Source: an optimization exercise on an open RTL-to-GDS flow (aim: small area). Production flows keep margins and buffers that such runs may drop.
Only simulation tests tie the RTL to the original design; equivalence was not proved.
No activity file was given, so power comes from the tool's default toggle rates.

### flow/config.mk
export PLATFORM = sky130hd
export DESIGN_NAME = xula2
export DESIGN_NICKNAME = xula2
export VERILOG_FILES = /design/flow/design.v
export SDC_FILE = /design/flow/constraint.sdc
export NUM_CORES = 4
export LEC_CHECK = 0
export CAP_MARGIN = 20
export CORE_MARGIN = 2
export CORE_UTILIZATION = 70
export CTS_BUF_LIST = sky130_fd_sc_hd__clkbuf_8
export CTS_CLUSTER_DIAMETER = 50
export CTS_CLUSTER_SIZE = 16
export SLEW_MARGIN = 20
### flow/constraint.sdc
create_clock -name core_clock -period 10.0 [get_ports {clock}]
set_input_delay 2.0000 -clock core_clock [delete_from_list [all_inputs] [get_ports {clock}]]
set_output_delay 2.0000 -clock core_clock [all_outputs]
set_load 0.01 [all_outputs]
### flow/design.v
`timescale 1ns/10ps
module xula2 (
    clock,
    resetn,
    led,
    bcm14_txd,
    bcm15_rxd
);
input clock;
input resetn;
output [7:0] led;
input bcm14_txd;
output bcm15_rxd;
reg rxs;                     
reg [2:0] tk;                
reg [3:0] bitc;              
reg [3:0] bytec;             
reg busy;                    
reg txm;                     
reg txo;                     
reg [3:0] c;                 
wire tick = (c == 4'd15);
wire tend = tick && (tk == (bitc[0] ? 3'd5 : 3'd6));    
wire tmid = tick && (tk == 3'd3);                       
wire dbit = (bitc != 4'd0) && (bitc != 4'd9);    
wire [2:0] j = bitc[2:0] - 3'd1;                  
wire rxd = busy && !txm && tmid && dbit;          
reg [39:0] ech;              
reg w;                       
reg [8:0] lc, sc, rc;        
reg [2:0] fg;                
wire [27:0] ax = {ech[3:0], ech[15:8], ech[23:16], ech[31:24]};
wire lane_wr = w && (ax[27:6] == 22'd0) && (ax[1:0] == 2'd0);
wire upd_on  = w && (ax == 28'h40);
wire upd_off = w && (ax == 28'h44);
wire led_wr  = w && (ax == 28'h80);
wire rd      = (ax[27:7] == 21'd0) && (ax[1:0] == 2'd0) &&
               (ax[6:2] >= 5'd18) && (ax[6:2] <= 5'd25);
wire [2:0] rk = ax[4:2] - 3'd2;      
wire exec = txm && (bytec == 4'd0);                     
wire cap  = txm && (bytec == 4'd11) && (bitc == 4'd9);   
wire [17:0] cur;
wire ev = exec && lane_wr && (c == ax[5:2]) && (tk == 3'd0);
wire k0 = (bitc == 4'd0);
wire half = fg[0];
wire minus = ~(fg[1] ^ fg[0]);
reg ch, hp, cf;              
wire l1 = lc[2];             
wire r1 = rc[4];             
wire s1 = sc[1];             
wire chi = ch & ~k0;
wire hk = l1 ^ r1 ^ chi;
wire chn = (l1 & r1) | (chi & (l1 ^ r1));
wire cq = hk | (lc[1] & rc[3]);
wire cin = half ? minus : (minus ^ cq);
wire xm = (half ? hp : hk) ^ minus;
wire fo = s1 ^ xm ^ cf;
wire cfn = k0 ? cin : ((s1 & xm) | (cf & (s1 ^ xm)));
always @(posedge clock) begin
    if (ev) begin
        ch <= chn;
        hp <= hk;
        cf <= cfn;
    end
end
reg [287:0] ring;
assign cur = ring[287:270];          
wire [17:0] nxl = ring[269:252];     
reg upd;
wire pz = ev && k0 && !fg[2] && !upd;    
wire pf = ev && !k0 && fg[2];            
wire [8:0] pn = pz ? cur[8:0] : pf ? {fo, cur[17:10]} : cur[17:9];
wire [8:0] zn = upd ? cur[17:9] : cur[8:0];
always @(posedge clock) begin
    ring <= {ring[269:0], pn, zn};
end
reg [8:0] dh, dl;            
reg dv;
reg [7:0] ledreg;
wire dcap = cap && rd && (c == {rk, 1'b0});
always @(posedge clock) begin
    if (dcap) begin
        dl <= cur[8:0];
        dh <= nxl[8:0];
    end
end
always @(posedge clock, negedge resetn) begin
    if (!resetn) begin
        dv <= 1'b0;
        upd <= 1'b0;
        ledreg <= 8'd0;
    end else begin
        if (dcap) dv <= 1'b1;
        if (exec && upd_on) upd <= 1'b1;
        if (exec && upd_off) upd <= 1'b0;
        if (exec && led_wr) ledreg <= lc[8:1];
    end
end
reg txbit;
always @(*) begin
    case (bytec)
        4'd0: txbit = 8'hde >> j;
        4'd1: txbit = (j == 3'd0) ? ~w : (j == 3'd1) ? w : 1'b0;
        4'd7: txbit = 8'hca >> j;
        4'd8: txbit = dv & (j == 3'd0) & dh[8];
        4'd9: txbit = dv & dh[j];
        4'd10: txbit = dv & (j == 3'd0) & dl[8];
        4'd11: txbit = dv & dl[j];
        default: txbit = ech[0];
    endcase
end
wire ech_rx = rxd && (bytec >= 4'd2) && (bytec <= 4'd6);
wire ech_tx = txm && tend && dbit && (bytec >= 4'd2) && (bytec <= 4'd6);
wire rc_rx = rxd && (((bytec == 4'd8) && (j <= 3'd2)) || ((bytec == 4'd9) && (j >= 3'd2)));
wire fg_rx = rxd && (bytec == 4'd8) && (j >= 3'd3) && (j <= 3'd5);
wire sc_rx = rxd && (((bytec == 4'd9) && (j <= 3'd1)) || ((bytec == 4'd10) && (j >= 3'd1)));
wire lc_rx = rxd && (((bytec == 4'd10) && (j == 3'd0)) || (bytec == 4'd11));
wire lr_ev = ev && (bitc <= 4'd6);   
always @(posedge clock) begin
    rxs <= bcm14_txd;
    if (ech_rx || ech_tx)
        ech <= {(txm ? ech[0] : rxs), ech[39:1]};
    if (rxd && (bytec == 4'd1) && (j == 3'd1))
        w <= rxs;
    if (rc_rx || lr_ev)
        rc <= {(txm ? rc[0] : rxs), rc[8:1]};
    if (lc_rx || lr_ev)
        lc <= {(txm ? lc[0] : rxs), lc[8:1]};
    if (sc_rx || ev)
        sc <= {(txm ? sc[0] : rxs), sc[8:1]};
    if (fg_rx)
        fg <= {rxs, fg[2:1]};
end
always @(posedge clock) begin
    if (txm || busy) begin
        if (tick) tk <= tend ? 3'd0 : tk + 3'd1;
        if (tend) bitc <= (bitc == 4'd9) ? 4'd0 : bitc + 4'd1;
        if (!txm && tmid && (bitc == 4'd9)) begin
            tk <= 3'd0;
            bitc <= 4'd0;
        end
    end else begin
        tk <= 3'd0;
        bitc <= 4'd0;
    end
end
always @(posedge clock, negedge resetn) begin
    if (!resetn) begin
        bytec <= 4'd0;
        busy <= 1'b0;
        txm <= 1'b0;
        txo <= 1'b1;
        c <= 4'd0;
    end else begin
        c <= c + 4'd1;
        txo <= txm ? ((bitc == 4'd0) ? 1'b0 : (bitc == 4'd9) ? 1'b1 : txbit) : 1'b1;
        if (txm) begin
            if (tend && (bitc == 4'd9)) bytec <= bytec + 4'd1;
            if (cap && tick && (tk == 3'd1)) begin
                txm <= 1'b0;
                bytec <= 4'd0;
            end
        end else if (!busy) begin
            if (!rxs) busy <= 1'b1;
        end else if (tmid && (bitc == 4'd9)) begin
            busy <= 1'b0;
            if (bytec == 4'd11) begin
                txm <= 1'b1;
                bytec <= 4'd0;
            end else begin
                bytec <= bytec + 4'd1;
            end
        end
    end
end
assign bcm15_rxd = txo;
reg [23:0] lf;
reg tone;
wire lf_x = (lf == 24'h35dcde);
wire lf_fb = ~(lf[23] ^ lf[22] ^ lf[21] ^ lf[16]) ^ lf_x;
always @(posedge clock, negedge resetn) begin
    if (!resetn) begin
        lf <= 24'hd844be;
        tone <= 1'b0;
    end else begin
        lf <= {lf[22:0], lf_fb};
        if (lf_x) tone <= ~tone;
    end
end
assign led = ledreg | {7'd0, tone};
endmodule
### flow/run.sh
#!/bin/bash
# synth_recipe.tcl (not shown) runs the flow's synth.tcl, then flattens the netlist and writes it again
# the make line also repeats each setting of config.mk as NAME=value (left out here)
make -C /OpenROAD-flow-scripts/flow DESIGN_CONFIG=/design/flow/config.mk WORK_HOME=/design/flow/orfs CLKGATE_MAP_FILE= SYNTH_SCRIPT=/design/flow/synth_recipe.tcl finish
==> out/qor.txt, run 1 <==
Status: complete, no violations
Final hold viol count: 0
Register-to-Register Setup Slack: 6310 ps
Setup ws final: 6290 ps
Setup TNS: 0 ps
Most numerous cell in the Yosys netlist: dfxtp_1
Setup crit end kind: output port
Async S/R FF share, synth: 10.6%
Depth of the CTS H-tree: 2
Top Layer Used: met4
M1 WL: 8.71 mm
Initial antenna violation count: 2
Met3 wire length: 980 µm
Leakage power: 0.00509 µW
Hold EP: ring[229]$_DFF_P_
Clock Path Buffers: 3
Fin crit share: 37.1%
Die Ht: 136 µm
Post-cts sizing count: 0
Total CTS buffers: 35
Synth area leaders: dfxtp_1 49%, edfxtp_1 23%, dfrtp_1 6.8%, dfstp_2 2.8%, ha_1 1.7%
Post-DP HPWL: 12.0 mm
Hold WC Path Type: reg2reg
Reg2reg end: ring[17]$_DFF_P_
Final estimated routing congestion in global placement: 0.952
Total GRT Usage: 21.5%
Layout Nets: 832
I/O pin count: 12
Initial Utilization: 71.0%
Clock transition at the registers of the reported paths: 100 ps
Min Hold Slack: 316 ps
Final core occ: 76.5%
Crit-path slowest cell: clkdlybuf4s50_1
Clock root cell: clkbuf_8
RSZ-0062 raised after global routing: false
Yosys top cell by area: dfxtp_1
Crit path max fanout: 2
FF+latch count, synth: 434
WL met2: 8.86 mm
Critical path class: reg2out
Syn avg cell area: 15.4 µm²
Chip Width: 136 µm
Post-CTS Setup Bufs: 0
Worst r2r path cells: 11
Critical path startpoint category: register
Clk sinks: 434
# setup viols final: 0
Row count: 48
Mapped Cells: 791
Top_reg_cell synth: dfxtp_1
Share of layout cells above drive strength 1: 11.7%
Via Count: 5,861
Layout Skew: 22.3 ps
Crit Reg-Reg Startpoint: bitc[0]$_SDFFE_PP0P_
Worst min-delay path startpoint: ring[211]$_DFF_P_
Final WL: 19.0 mm
First-pass GRT wire length: 30.4 mm
Kind of cell adding the most delay to the critical path: buffers and inverters
ANT nets after route: 0
Largest net degree at the start of global routing: 47
Synthesized area: 0.0122 mm²
Area share of the largest cell type after synthesis: 48.6%
Vias in the first global route: 5,940
Iteration-0 DRC count of the detailed router: 544
Bufs and invs on worst path: 1
CP Cell Sequence: or2_2 -> clkdlybuf4s50_1
Data arrival time of the critical path: 1710 ps
Final min period: 3710 ps
Clock Latency Late Sink: 550 ps
Post-route DRC violation count: 0
Data required, critical path: 8000 ps
Unique masters post-synth: 64
DR WL/cell: 18.1 µm
Worst-Margin Slew: 1010 ps
Synth warn: 1
Count of final max-slew check failures: 0
Fmax: 0.270 GHz
DR pass1 iterations: 8
Die area: 0.0185 mm²
Synthesis-to-finish area growth: 7.73%
Synth Net Count: 813
Max stage delay on crit path: 480 ps
Post-synthesis sequential area ratio: 80.8%
WHS Path Cells: 0
Vias/cell: 5.57
Peak VDD IR: 0.000170 V
Pre-CTS setup slack: 6360 ps
Grt total ovfl: 0
Worst slew margin: 32.5%
Post-synth top cells: 296 x dfxtp_1, 92 x edfxtp_1, 40 x nand2_1
Port bufs: 11
Max-cap violations: 0
Number of hold buffers added after cts: 0
Power Density: 208 mW/mm²
Number of enable flip-flop cells after synthesis: 92
Core area: 0.0172 mm²
CTS tree: done
final cells by class:
| cell class | instances | area (µm²) |
|---|---|---|
| Sequential cell | 434 | 9860 |
| Fill cell | 982 | 4040 |
| Multi-Input combinational cell | 302 | 2110 |
| Clock buffer | 41 | 564 |
| Tap cell | 225 | 282 |
| Timing Repair Buffer | 14 | 130 |
| Clock inverter | 13 | 110 |
| Inverter | 23 | 86.3 |
| Antenna cell | 1 | 2.50 |
sequential cells by signal (all words and copies together) (netlist names), 3 cells and up:
register  flops
bitc          4
bytec         4
c             4
dh            9
dl            9
ech          40
fg            3
lc            9
ledreg        8
lf           24
rc            9
ring        288
sc            9
tk            3
logic make-up (layout without fill, tap and decap cells):
kind of cell / after synthesis / count (layout) / share of synthesized area, %
mux: 24 / 24 / 2.26
flops: 434 / 434 / 80.8
buf+inv: 55 / 91 / 2.01
other cells: 0 / 1 / 0
xor+xnor: 16 / 16 / 1.15
fa+ha+maj: 19 / 19 / 2.07
compound gates: 74 / 74 / 3.96
simple gates: 169 / 169 / 7.73
worst max path at each step:
stage | startpoint | endpoint | cells after the start
floorplan | tk[1]$_SDFFE_PP0N_ | ech[0]$_DFFE_PP_ | 4
global placement | bitc[0]$_SDFFE_PP0P_ | ring[17]$_DFF_P_ | 11
detailed placement | bitc[0]$_SDFFE_PP0P_ | ring[17]$_DFF_P_ | 11
CTS | tone$_DFFE_PN0P_ | led[0] | 2
global route | bitc[0]$_SDFFE_PP0P_ | ring[17]$_DFF_P_ | 11
finish | tone$_DFFE_PN0P_ | led[0] | 2
layer usage:
metal	vias up	track usage (%)
met3	49	4.77
met5	-	0
met1	2866	30.1
met4	0	8.68
met2	180	33.1
li1	2766	-
through the flow:
| step | total power [µW] | instance area (µm²) | instances |
|---|---|---|---|
| after global placement | 1830 | 12500 | 998 |
| after floorplan | 1820 | 12200 | 791 |
| after CTS | 2750 | 13100 | 1052 |
| final | 2730 | 13100 | 1053 |
| after detailed placement | 1830 | 12500 | 998 |
| after global routing | 2810 | 13100 | 1052 |
where the power goes:
group          internal, µW  switching (µW)  total, µW
Combinational         0.801            4.12       4.92
Sequential             1780           0.453       1780
Clock                   408             532        940
worst reg2reg max path, stage by stage (launching register included):
cell and delay, ps:
dfxtp_1 780, inv_1 240, ha_1 300, nand2_1 350, nand2_1 150, fa_1 480
mux2i_1 180, xor2_1 200, fa_1 450, nor3b_1 230, o211ai_1 100, a21oi_1 170
layout by cell type (no fill, tap or decap), types with 9 or more instances in the layout:
cell,instances
and3_1,11
nand3_1,9
nor2_1,25
edfxtp_1,92
nor3_1,11
a21oi_1,21
nor4_1,18
mux2_2,18
inv_1,29
o21ai_0,13
nand2_1,40
o211ai_1,13
ha_1,17
clkdlybuf4s50_1,10
clkbuf_8,41
dfstp_2,13
xor2_1,10
dfrtp_1,33
dfxtp_1,296
==> run 2: changes to the inputs <==
--- a/flow/design.v
+++ b/flow/design.v
@@ -28,5 +28,7 @@
 reg [39:0] ech;              
 reg w;                       
-reg [8:0] lc, sc, rc;        
+reg [8:0] rc;                
+reg s9;                      
+reg cy;                      
 reg [2:0] fg;                
 wire [27:0] ax = {ech[3:0], ech[15:8], ech[23:16], ech[31:24]};
@@ -40,26 +42,31 @@
 wire exec = txm && (bytec == 4'd0);                     
 wire cap  = txm && (bytec == 4'd11) && (bitc == 4'd9);   
+wire half = fg[0];
+wire minus = ~(fg[1] ^ fg[0]);
+wire sstop = busy && tmid && (bitc == 4'd9) && (bytec == 4'd11);
+wire sadd = (rxd && (bytec == 4'd11)) || sstop;
+wire a0 = (bitc == 4'd1);                        
+wire sa = sstop ? s9 : (rxs & ~(a0 & half));
+wire sb = rc[0] & ~(a0 & half);
+wire sc_in = cy & ~a0;
+wire ssum = sa ^ sb ^ sc_in;
+wire scy = (sa & sb) | (sc_in & (sa ^ sb));
 wire [17:0] cur;
 wire ev = exec && lane_wr && (c == ax[5:2]) && (tk == 3'd0);
 wire k0 = (bitc == 4'd0);
-wire half = fg[0];
-wire minus = ~(fg[1] ^ fg[0]);
-reg ch, hp, cf;              
-wire l1 = lc[2];             
-wire r1 = rc[4];             
-wire s1 = sc[1];             
-wire chi = ch & ~k0;
-wire hk = l1 ^ r1 ^ chi;
-wire chn = (l1 & r1) | (chi & (l1 ^ r1));
-wire cq = hk | (lc[1] & rc[3]);
-wire cin = half ? minus : (minus ^ cq);
-wire xm = (half ? hp : hk) ^ minus;
-wire fo = s1 ^ xm ^ cf;
-wire cfn = k0 ? cin : ((s1 & xm) | (cf & (s1 ^ xm)));
+reg ci, cf;                  
+wire xs = half ? ((bitc == 4'd8) ? s9 : rc[1]) : ((bitc >= 4'd7) ? s9 : rc[2]);
+wire cie = k0 ? rc[1] : ci;
+wire xm = (half ? xs : (xs ^ cie)) ^ minus;
+wire cfe = k0 ? minus : cf;
+wire sk = cur[9];
+wire fo = sk ^ xm ^ cfe;
 always @(posedge clock) begin
+    if (sadd) cy <= scy;
+    if (rxd && (bytec == 4'd10) && (bitc == 4'd1)) s9 <= rxs;
+    if (sstop) s9 <= s9 ^ rc[0] ^ scy;
     if (ev) begin
-        ch <= chn;
-        hp <= hk;
-        cf <= cfn;
+        ci <= xs & cie;
+        cf <= (sk & xm) | (cfe & (sk ^ xm));
     end
 end
@@ -68,7 +75,13 @@
 wire [17:0] nxl = ring[269:252];     
 reg upd;
-wire pz = ev && k0 && !fg[2] && !upd;    
-wire pf = ev && !k0 && fg[2];            
-wire [8:0] pn = pz ? cur[8:0] : pf ? {fo, cur[17:10]} : cur[17:9];
+wire pz = ev && (bitc == 4'd9) && !fg[2] && !upd;   
+wire pf = ev && (bitc != 4'd9) && fg[2];             
+wire pl = busy && lane_wr && fg[2] && (c == ax[5:2]) && (tk == 3'd3);
+wire pld = pl && (((bytec == 4'd9) && (bitc >= 4'd1) && (bitc <= 4'd2)) ||
+                  ((bytec == 4'd10) && (bitc >= 4'd2) && (bitc <= 4'd8)));
+wire prot = pl && (bytec == 4'd11) && (bitc >= 4'd1) && (bitc <= 4'd2);
+wire [8:0] pn = pz ? cur[8:0] :
+                (pf || pld || prot) ? {(pf ? fo : pld ? rxs : cur[9]), cur[17:10]} :
+                cur[17:9];
 wire [8:0] zn = upd ? cur[17:9] : cur[8:0];
 always @(posedge clock) begin
@@ -94,5 +107,5 @@
         if (exec && upd_on) upd <= 1'b1;
         if (exec && upd_off) upd <= 1'b0;
-        if (exec && led_wr) ledreg <= lc[8:1];
+        if (exec && led_wr) ledreg <= rc[7:0];
     end
 end
@@ -114,7 +127,5 @@
 wire rc_rx = rxd && (((bytec == 4'd8) && (j <= 3'd2)) || ((bytec == 4'd9) && (j >= 3'd2)));
 wire fg_rx = rxd && (bytec == 4'd8) && (j >= 3'd3) && (j <= 3'd5);
-wire sc_rx = rxd && (((bytec == 4'd9) && (j <= 3'd1)) || ((bytec == 4'd10) && (j >= 3'd1)));
-wire lc_rx = rxd && (((bytec == 4'd10) && (j == 3'd0)) || (bytec == 4'd11));
-wire lr_ev = ev && (bitc <= 4'd6);   
+wire rc_rot = rxd && (bytec == 4'd10) && (bitc <= 4'd3);    
 always @(posedge clock) begin
     rxs <= bcm14_txd;
@@ -123,10 +134,6 @@
     if (rxd && (bytec == 4'd1) && (j == 3'd1))
         w <= rxs;
-    if (rc_rx || lr_ev)
-        rc <= {(txm ? rc[0] : rxs), rc[8:1]};
-    if (lc_rx || lr_ev)
-        lc <= {(txm ? lc[0] : rxs), lc[8:1]};
-    if (sc_rx || ev)
-        sc <= {(txm ? sc[0] : rxs), sc[8:1]};
+    if (rc_rx || rc_rot || sadd || ev)
+        rc <= {(sadd ? (led_wr ? rxs : ssum) : (rc_rx ? rxs : rc[0])), rc[8:1]};
     if (fg_rx)
         fg <= {rxs, fg[2:1]};
--- a/flow/config.mk
+++ b/flow/config.mk
@@ -8,5 +8,5 @@
 export CAP_MARGIN = 20
 export CORE_MARGIN = 2
-export CORE_UTILIZATION = 70
+export CORE_UTILIZATION = 80
 export CTS_BUF_LIST = sky130_fd_sc_hd__clkbuf_8
 export CTS_CLUSTER_DIAMETER = 50
==> run 2 against run 1 <==
- hold slack barely moved
- still clean
- total power fell by 7.5%
- via count rose by 0.82%
==> out/qor.txt, run 2 <==
Die area: 0.0156 mm² (was 0.0185 mm²)
Synthesis-to-finish area growth: 6.43% (was 7.73%)
WL met2: 11.2 mm (was 8.86 mm)
Depth of the CTS H-tree: 1 (was 2)
Number of enable flip-flop cells after synthesis: 75 (was 92)
Async S/R FF share, synth: 11.0% (was 10.6%)
Post-CTS Setup Bufs: 0 (unchanged)
FF+latch count, synth: 417 (was 434)
First-pass GRT wire length: 34.9 mm (was 30.4 mm)
Status: complete, no violations (unchanged)
Synthesized area: 0.0117 mm² (was 0.0122 mm²)
Layout Nets: 805 (was 832)
Final instance area: 0.0125 mm² (was 0.0131 mm²)
Fmax: 0.267 GHz (was 0.270 GHz)
Total GRT Usage: 29.1% (was 21.5%)
Antenna cells: 0 (was 1)
Setup crit end kind: output port (unchanged)
Synth area leaders: dfxtp_1 51%, edfxtp_1 19%, dfrtp_1 7.1%, dfstp_2 2.9%, ha_1 2.1% (was dfxtp_1 49%, edfxtp_1 23%, dfrtp_1 6.8%, dfstp_2 2.8%, ha_1 1.7%)
Data arrival time of the critical path: 1750 ps (was 1710 ps)
Final estimated routing congestion in global placement: 0.892 (was 0.952)
Core area: 0.0144 mm² (was 0.0172 mm²)
Dpl cell area: 0.0119 mm² (was 0.0125 mm²)
Data required, critical path: 8000 ps (about the same)
Peak VDD IR: 0.000225 V (was 0.000170 V)
Pre-CTS setup slack: 6410 ps (was 6360 ps)
Via Count: 5,909 (was 5,861)
DR pass1 iterations: 7 (was 8)
Seq pwr share: 67.6% (was 65.4%)
Setup ws final: 6250 ps (was 6290 ps)
Die Ht: 125 µm (was 136 µm)
Switching power: 512 µW (was 537 µW)
Fin crit share: 37.5% (was 37.1%)
Clock network power share: 32.1% (was 34.5%)
Met3 wire length: 1.65 mm (was 980 µm)
M1 WL: 8.60 mm (was 8.71 mm)
Synth Net Count: 784 (was 813)
Vias in the first global route: 6,198 (was 5,940)
Initial antenna violation count: 1 (was 2)
Worst slew margin: 38.0% (was 32.5%)
Top_reg_cell synth: dfxtp_1 (unchanged)
Iteration-0 DRC count of the detailed router: 608 (was 544)
I/O pin count: 12 (unchanged)
Number of hold buffers added after cts: 0 (unchanged)
Share of layout cells above drive strength 1: 11.1% (was 11.7%)
RSZ-0062 raised after global routing: false (unchanged)
DR WL/cell: 22.7 µm (was 18.1 µm)
Post-synth top cells: 296 x dfxtp_1, 75 x edfxtp_1, 36 x nor2_1 (was 296 x dfxtp_1, 92 x edfxtp_1, 40 x nand2_1)
Most numerous cell in the Yosys netlist: dfxtp_1 (unchanged)
Critical path startpoint category: register (unchanged)
Grt total ovfl: 0 (unchanged)
Count of final max-slew check failures: 0 (unchanged)
Mapped Cells: 759 (was 791)
Layout Skew: 26.9 ps (was 22.3 ps)
Vias/cell: 6.04 (was 5.57)
Final min period: 3750 ps (was 3710 ps)
Final hold viol count: 0 (unchanged)
Clock Path Buffers: 3 (unchanged)
Worst-Margin Slew: 930 ps (was 1010 ps)
Clock root cell: clkbuf_8 (unchanged)
Most common cell after layout, fill and taps aside: dfxtp_1 (unchanged)
Port bufs: 11 (unchanged)
Post-cts sizing count: 0 (unchanged)
Max reg flops: 288 (unchanged)
Area share of the largest cell type after synthesis: 50.6% (was 48.6%)
Comb pwr share: 0.2% (about the same)
Chip Width: 125 µm (was 136 µm)
Largest net degree at the start of global routing: 47 (unchanged)
Final WL: 22.2 mm (was 19.0 mm)
Clock Latency Late Sink: 600 ps (was 550 ps)
Initial Utilization: 81.2% (was 71.0%)
Post-synthesis sequential area ratio: 79.8% (was 80.8%)
Leakage power: 0.00500 µW (was 0.00509 µW)
Top Layer Used: met4 (unchanged)
Row count: 44 (was 48)
Net Sw Frac: 20.3% (was 19.7%)
Setup TNS: 0 ps (unchanged)
Post-route DRC violation count: 0 (unchanged)
Synth warn: 1 (unchanged)
Worst min-delay path startpoint: ring[96]$_DFF_P_ (was ring[211]$_DFF_P_)
Commonest cells after routing, fill and taps aside: 296 x dfxtp_1, 75 x edfxtp_1, 36 x nor2_1, 34 x inv_1, 33 x dfrtp_1 (was 296 x dfxtp_1, 92 x edfxtp_1, 41 x clkbuf_8, 40 x nand2_1, 33 x dfrtp_1)
Crit path max fanout: 2 (unchanged)
# setup viols final: 0 (unchanged)
Post-DP HPWL: 14.5 mm (was 12.0 mm)
P_int: 2010 µW (was 2190 µW)
Top Registers: ring: 288 flops, ech: 40 flops, lf: 24 flops (unchanged)
Clk sinks: 417 (was 434)
Critical path class: reg2out (unchanged)
Reg with most FFs: ring (unchanged)
Unique masters post-synth: 68 (was 64)
ANT nets after route: 0 (unchanged)
Hold WC Path Type: reg2reg (unchanged)
Total CTS buffers: 31 (was 35)
CTS tree: done (unchanged)
Crit path launch: tone$_DFFE_PN0P_ (unchanged)
Syn avg cell area: 15.4 µm² (about the same)
Clock transition at the registers of the reported paths: 110 ps (was 100 ps)
Crit Reg-Reg Startpoint: bitc[0]$_SDFFE_PP0P_ (unchanged)
Power Density: 202 mW/mm² (was 208 mW/mm²)
Yosys top cell by area: dfxtp_1 (unchanged)
Max-cap violations: 0 (unchanged)
-- run 2: cell types whose count changed in the layout (fill, tap and decap cells not counted), sizes merged, moves of 9 or more --
cell,change
clkbuf,-9
edfxtp,-17
mux2i,+10
nand2,-12
nor2,+11
nor4,-11
o211ai,-11
-- run 2: power groups by stage --
stage | logic, µW | registers (µW) | clock network, µW
floorplan | 1.16 | 1740 | 0
global placement | 5.18 | 1740 | 0
detailed placement | 5.79 | 1740 | 0
CTS | 5.85 | 1700 | 818
global route | 6.68 | 1710 | 872
finish | 5.71 | 1700 | 810
-- run 2: worst paths after layout --
| path | depth (start not counted) | slack (ps) | endpoint |
|---|---|---|---|
| max | 2 | 6250 | led[0] |
| min | 0 | 320 | ring[114]$_DFF_P_ |
| max reg2reg | 8 | 6280 | rc[8]$_DFFE_PP_ |
| min reg2reg | 0 | 320 | ring[114]$_DFF_P_ |
| max in group asynchronous | 1 | 8190 | bytec[1]$_DFFE_PN0P_ |
| min in group asynchronous | 1 | 1380 | c[3]$_DFF_PN0_ |
-- run 2: kinds of logic after synthesis --
logic type	synth area share (%)
flip-flops	79.8
AND/OR/NAND/NOR	6.55
AO/OA/AOI/OAI	4.21
buffers and inverters	1.88
multiplexers	3.78
adder cells (fa/ha/maj)	2.48
XOR/XNOR	1.27
-- run 2: stage by stage --
stage	instances	hold slack, ps	utilization [%]	total power, µW
6_report	979	315	86.4	2520
5_1_grt	979	325	86.4	2580
4_1_cts	979	326	86.4	2530
3_5_place_dp	931	312	82.7	1750
3_3_place_gp	931	312	82.7	1750
2_1_floorplan	759	310	-	1740
-- run 2: cell type report --
class                           count  area [µm²]
Sequential cell                   417        9350
Fill cell                         557        1960
Clock inverter                     16        88.8
Multi-Input combinational cell    295        2150
Inverter                           23        86.3
Clock buffer                       32         440
Timing Repair Buffer               12         115
Tap cell                          184         230
-- run 2: layer usage --
layer  track usage [%]  vias to the layer above
li1                  -                     2643
met1              38.7                     2871
met2              49.5                      305
met3              5.01                       90
met4              10.5                        0
met5                 0                        -
-- run 2: worst max-delay path, stage by stage (launching register included) --
cell	delay [ps]
dfrtp_1	400
or2_2	290
clkdlybuf4s50_1	480
==> run 3: changes to the inputs <==
==> flow/flow/run.sh (new file) <==
#!/bin/bash
# The standard layout (standard.sh, all steps) with two changes:
#  - clock tree synthesis without dummy loads (-dont_use_dummy_load), with
#    clkbuf_8 buffers, clusters of at most 16 sinks and 50 um;
#  - port buffers of sky130_fd_sc_hd__buf_1 instead of the default cell.
# Each tool's output goes to the ORFS logs; standard.sh's own output goes to
# standard.log in this folder.
set -e
CTS="-sink_clustering_enable -repair_clock_nets -dont_use_dummy_load -buf_list sky130_fd_sc_hd__clkbuf_8 -sink_clustering_size 16 -sink_clustering_max_diameter 50"
BPA="-buffer_cell sky130_fd_sc_hd__buf_1"
printf 'export CTS_ARGS = %s\nexport BUFFER_PORTS_ARGS = %s\n' "$CTS" "$BPA" >> config.mk
export CTS_ARGS="$CTS"
export BUFFER_PORTS_ARGS="$BPA"
bash standard.sh > standard.log 2>&1
==> flow/standard.sh (new file) <==
#!/bin/bash
# synth_recipe.tcl (not shown) runs the flow's synth.tcl, then flattens the netlist and writes it again
# the make line also repeats each setting of config.mk as NAME=value (left out here)
make -C /OpenROAD-flow-scripts/flow DESIGN_CONFIG=/design/flow/config.mk WORK_HOME=/design/flow/orfs CLKGATE_MAP_FILE= SYNTH_SCRIPT=/design/flow/synth_recipe.tcl "${@:-finish}"
--- a/flow/config.mk
+++ b/flow/config.mk
@@ -13,2 +13,4 @@
 export CTS_CLUSTER_SIZE = 16
 export SLEW_MARGIN = 20
+export CTS_ARGS = -sink_clustering_enable -repair_clock_nets -dont_use_dummy_load -buf_list sky130_fd_sc_hd__clkbuf_8 -sink_clustering_size 16 -sink_clustering_max_diameter 50
+export BUFFER_PORTS_ARGS = -buffer_cell sky130_fd_sc_hd__buf_1
removed: flow/run.sh
==> run 3 against run 2 <==
- still clean on timing, DRC and antenna
- total power fell by 3.0%
- global-route usage is 1.0 points lower
- area after synthesis did not move
- design area is 1.3% lower
- final cell count shrank 1.7%
- sequential power about the same
- via count down 1.7%
- critical path type is now reg2reg
- critical endpoint is now ring[17]$_DFF_P_
- largest power group unchanged
==> out/qor.txt, run 3 <==
RSZ-0062 raised after global routing: false (unchanged)
Setup ws final: 6290 ps (was 6250 ps)
Core area: 0.0144 mm² (unchanged)
Worst-Margin Slew: 916 ps (was 930 ps)
Vias in the first global route: 6,129 (was 6,198)
Post-CTS Setup Bufs: 0 (unchanged)
Clock transition at the registers of the reported paths: 100 ps (was 110 ps)
Count of final max-slew check failures: 0 (unchanged)
Critical path startpoint category: register (unchanged)
Status: complete, no violations (unchanged)
Most numerous cell in the Yosys netlist: dfxtp_1 (unchanged)
First-pass GRT wire length: 34.0 mm (was 34.9 mm)
Dpl cell area: 0.0119 mm² (about the same)
Post-synth top cells: 296 x dfxtp_1, 75 x edfxtp_1, 36 x nor2_1 (unchanged)
Hold WC Path Type: reg2reg (unchanged)
Max reg flops: 288 (unchanged)
Most common cell after layout, fill and taps aside: dfxtp_1 (unchanged)
Layout Skew: 65.1 ps (was 26.9 ps)
Clock Latency Late Sink: 590 ps (was 600 ps)
Initial antenna violation count: 0 (was 1)
Total GRT Usage: 28.1% (was 29.1%)
Max-cap violations: 0 (unchanged)
Fin crit share: 37.1% (was 37.5%)
Data arrival time of the critical path: 4170 ps (was 1750 ps)
Vias/cell: 6.04 (about the same)
Share of layout cells above drive strength 1: 10.5% (was 11.1%)
Syn avg cell area: 15.4 µm² (unchanged)
Mapped Cells: 759 (unchanged)
Layout Nets: 805 (unchanged)
Pre-CTS setup slack: 6380 ps (was 6410 ps)
Post-cts sizing count: 0 (unchanged)
Largest net degree at the start of global routing: 47 (unchanged)
Post-synthesis sequential area ratio: 79.8% (unchanged)
Final min period: 3710 ps (was 3750 ps)
Top_reg_cell synth: dfxtp_1 (unchanged)
Synthesis-to-finish area growth: 5.02% (was 6.43%)
Clock Path Buffers: 3 (unchanged)
Data required, critical path: 10,450 ps (was 8000 ps)
DR pass1 iterations: 8 (was 7)
Antenna cells: 0 (unchanged)
DR WL/cell: 22.0 µm (was 22.7 µm)
Fmax: 0.269 GHz (was 0.267 GHz)
Iteration-0 DRC count of the detailed router: 619 (was 608)
Setup TNS: 0 ps (unchanged)
CTS tree: done (unchanged)
Post-DP HPWL: 14.4 mm (was 14.5 mm)
Leakage power: 0.00489 µW (was 0.00500 µW)
Top Registers: ring: 288 flops, ech: 40 flops, lf: 24 flops (unchanged)
Critical path class: reg2reg (was reg2out)
ANT nets after route: 0 (unchanged)
Chip Width: 125 µm (unchanged)
Clk sinks: 417 (unchanged)
Number of enable flip-flop cells after synthesis: 75 (unchanged)
Final WL: 21.2 mm (was 22.2 mm)
Port bufs: 11 (unchanged)
Area share of the largest cell type after synthesis: 50.6% (unchanged)
Setup crit end kind: register (was output port)
Die area: 0.0156 mm² (unchanged)
Final estimated routing congestion in global placement: 0.906 (was 0.892)
Number of hold buffers added after cts: 0 (unchanged)
Crit path max fanout: 17 (was 2)
Unique masters post-synth: 68 (unchanged)
Worst slew margin: 38.9% (was 38.0%)
Final hold viol count: 0 (unchanged)
Synthesized area: 0.0117 mm² (unchanged)
Grt total ovfl: 0 (unchanged)
Initial Utilization: 81.2% (unchanged)
Synth Net Count: 784 (unchanged)
Final instance area: 0.0123 mm² (was 0.0125 mm²)
Commonest cells after routing, fill and taps aside: 296 x dfxtp_1, 75 x edfxtp_1, 36 x nor2_1, 33 x dfrtp_1, 31 x clkbuf_8 (was 296 x dfxtp_1, 75 x edfxtp_1, 36 x nor2_1, 34 x inv_1, 33 x dfrtp_1)
FF+latch count, synth: 417 (unchanged)
Clock root cell: clkbuf_8 (unchanged)
Die Ht: 125 µm (unchanged)
Synth area leaders: dfxtp_1 51%, edfxtp_1 19%, dfrtp_1 7.1%, dfstp_2 2.9%, ha_1 2.1% (unchanged)
Yosys top cell by area: dfxtp_1 (unchanged)
Post-route DRC violation count: 0 (unchanged)
Total power draw: 2440 µW (was 2520 µW)
Depth of the CTS H-tree: 1 (unchanged)
Fill cell count: 592 (was 557)
Power Density: 199 mW/mm² (was 202 mW/mm²)
Total CTS buffers: 31 (unchanged)
# setup viols final: 0 (unchanged)
Peak VDD IR: 0.000170 V (was 0.000225 V)
Via Count: 5,808 (was 5,909)
Synth warn: 1 (unchanged)
I/O pin count: 12 (unchanged)
Async S/R FF share, synth: 11.0% (unchanged)
Reg with most FFs: ring (unchanged)
Row count: 44 (unchanged)
-- run 3: power by group --
group          internal (µW)  switching (µW)  leakage, µW
logic                   1.03            4.31      0.00103
registers               1700           0.601      0.00363
clock network            276             457     0.000223
total                   1980             462      0.00489
-- run 3: logic make-up after synthesis --
logic type,after synthesis,synth area share [%]
adders and majority gates,22,2.48
AOI/OAI and AO/OA,73,4.21
DFF,417,79.8
muxes,38,3.78
buffers and inverters,47,1.88
xor gates and xnor gates,17,1.27
and+or+nand+nor,145,6.55
-- run 3: critical path, cell delays in order, from the launching register on --
cell and delay, ps:
dfxtp_1 740, inv_1 280, ha_1 330, nand3b_1 130, mux2i_1 190, nand2_1 80, o21a_1 120, ha_1 280
inv_1 40, o21ai_0 200, xor2_1 120, fa_1 520, inv_1 50, a31o_2 200, a32oi_1 170, a21oi_1 100
-- run 3: final timing paths --
path / from / to / slack [ps] / cells after the start
worst min-delay path: ring[137]$_DFF_P_ / ring[155]$_DFF_P_ / 290 / 0
max in group asynchronous: resetn / bytec[1]$_DFFE_PN0P_ / 8160 / 1
min in group asynchronous: resetn / upd$_DFFE_PN0P_ / 1400 / 1
worst max-delay path: bitc[0]$_SDFFE_PP0P_ / ring[17]$_DFF_P_ / 6290 / 15
worst max register to register: bitc[0]$_SDFFE_PP0P_ / ring[17]$_DFF_P_ / 6290 / 15
worst min register to register: ring[137]$_DFF_P_ / ring[155]$_DFF_P_ / 290 / 0
-- run 3: stage by stage --
stage | std cells | hold WS, ps | util (%)
floorplan | 759 | 310 | -
global placement | 931 | 312 | 82.3
detailed placement | 931 | 312 | 82.3
CTS | 962 | 290 | 85.2
global route | 962 | 293 | 85.2
finish | 962 | 290 | 85.2
-- run 3: area by class of cell --
class | instances | area (µm²) | share of cell area, %
well taps | 184 | 230 | 1.87
clock buffers | 31 | 427 | 3.47
repair buffers | 12 | 52.6 | 0.427
flip-flops and latches | 417 | 9350 | 76.0
multi-input cells | 295 | 2150 | 17.5
inverters | 23 | 86.3 | 0.702
-- run 3: routing by layer --
metal / up-vias / global-route usage (%) / routed length, µm
li1: 2626 / - / -
met2: 275 / 48.2 / 10600
met4: 0 / 9.93 / 817
met1: 2825 / 36.6 / 8390
met3: 82 / 5.35 / 1360
met5: - / 0 / 0

## re-timing with driven ports
The flow's constraints put no driver on any port. The routed layouts listed below were extracted and timed again, unchanged, in two steps. Step 1: set_driving_cell puts a clkbuf_16 on clock and a buf_2 on each other input, an assumption about the parent block. Step 2 adds t to the input delays and takes it off the output delays; t is the mean of the earliest and latest rising clock arrival at the registers after step 1. Input paths then give back, and output paths get back, about the clock's delay inside the block. a / b / c = no drivers / after step 1 / after step 2; a / b = the first two.
run	t, ns	slack for setup (ns)	latest minus earliest clock arrival (ns)	worst register clock-pin slew, ns	worst data-port slew with drivers (ns)
run 1	0.578	6.291 / 6.252 / 6.313	0.025 / 0.026	0.10 / 0.10	0.03
run 2	0.630	6.249 / 6.210 / 6.283	0.030 / 0.030	0.11 / 0.11	0.03
run 3	0.601	6.287 / 6.287 / 6.287	0.065 / 0.065	0.10 / 0.10	0.03
After both steps every run listed still meets setup and hold.
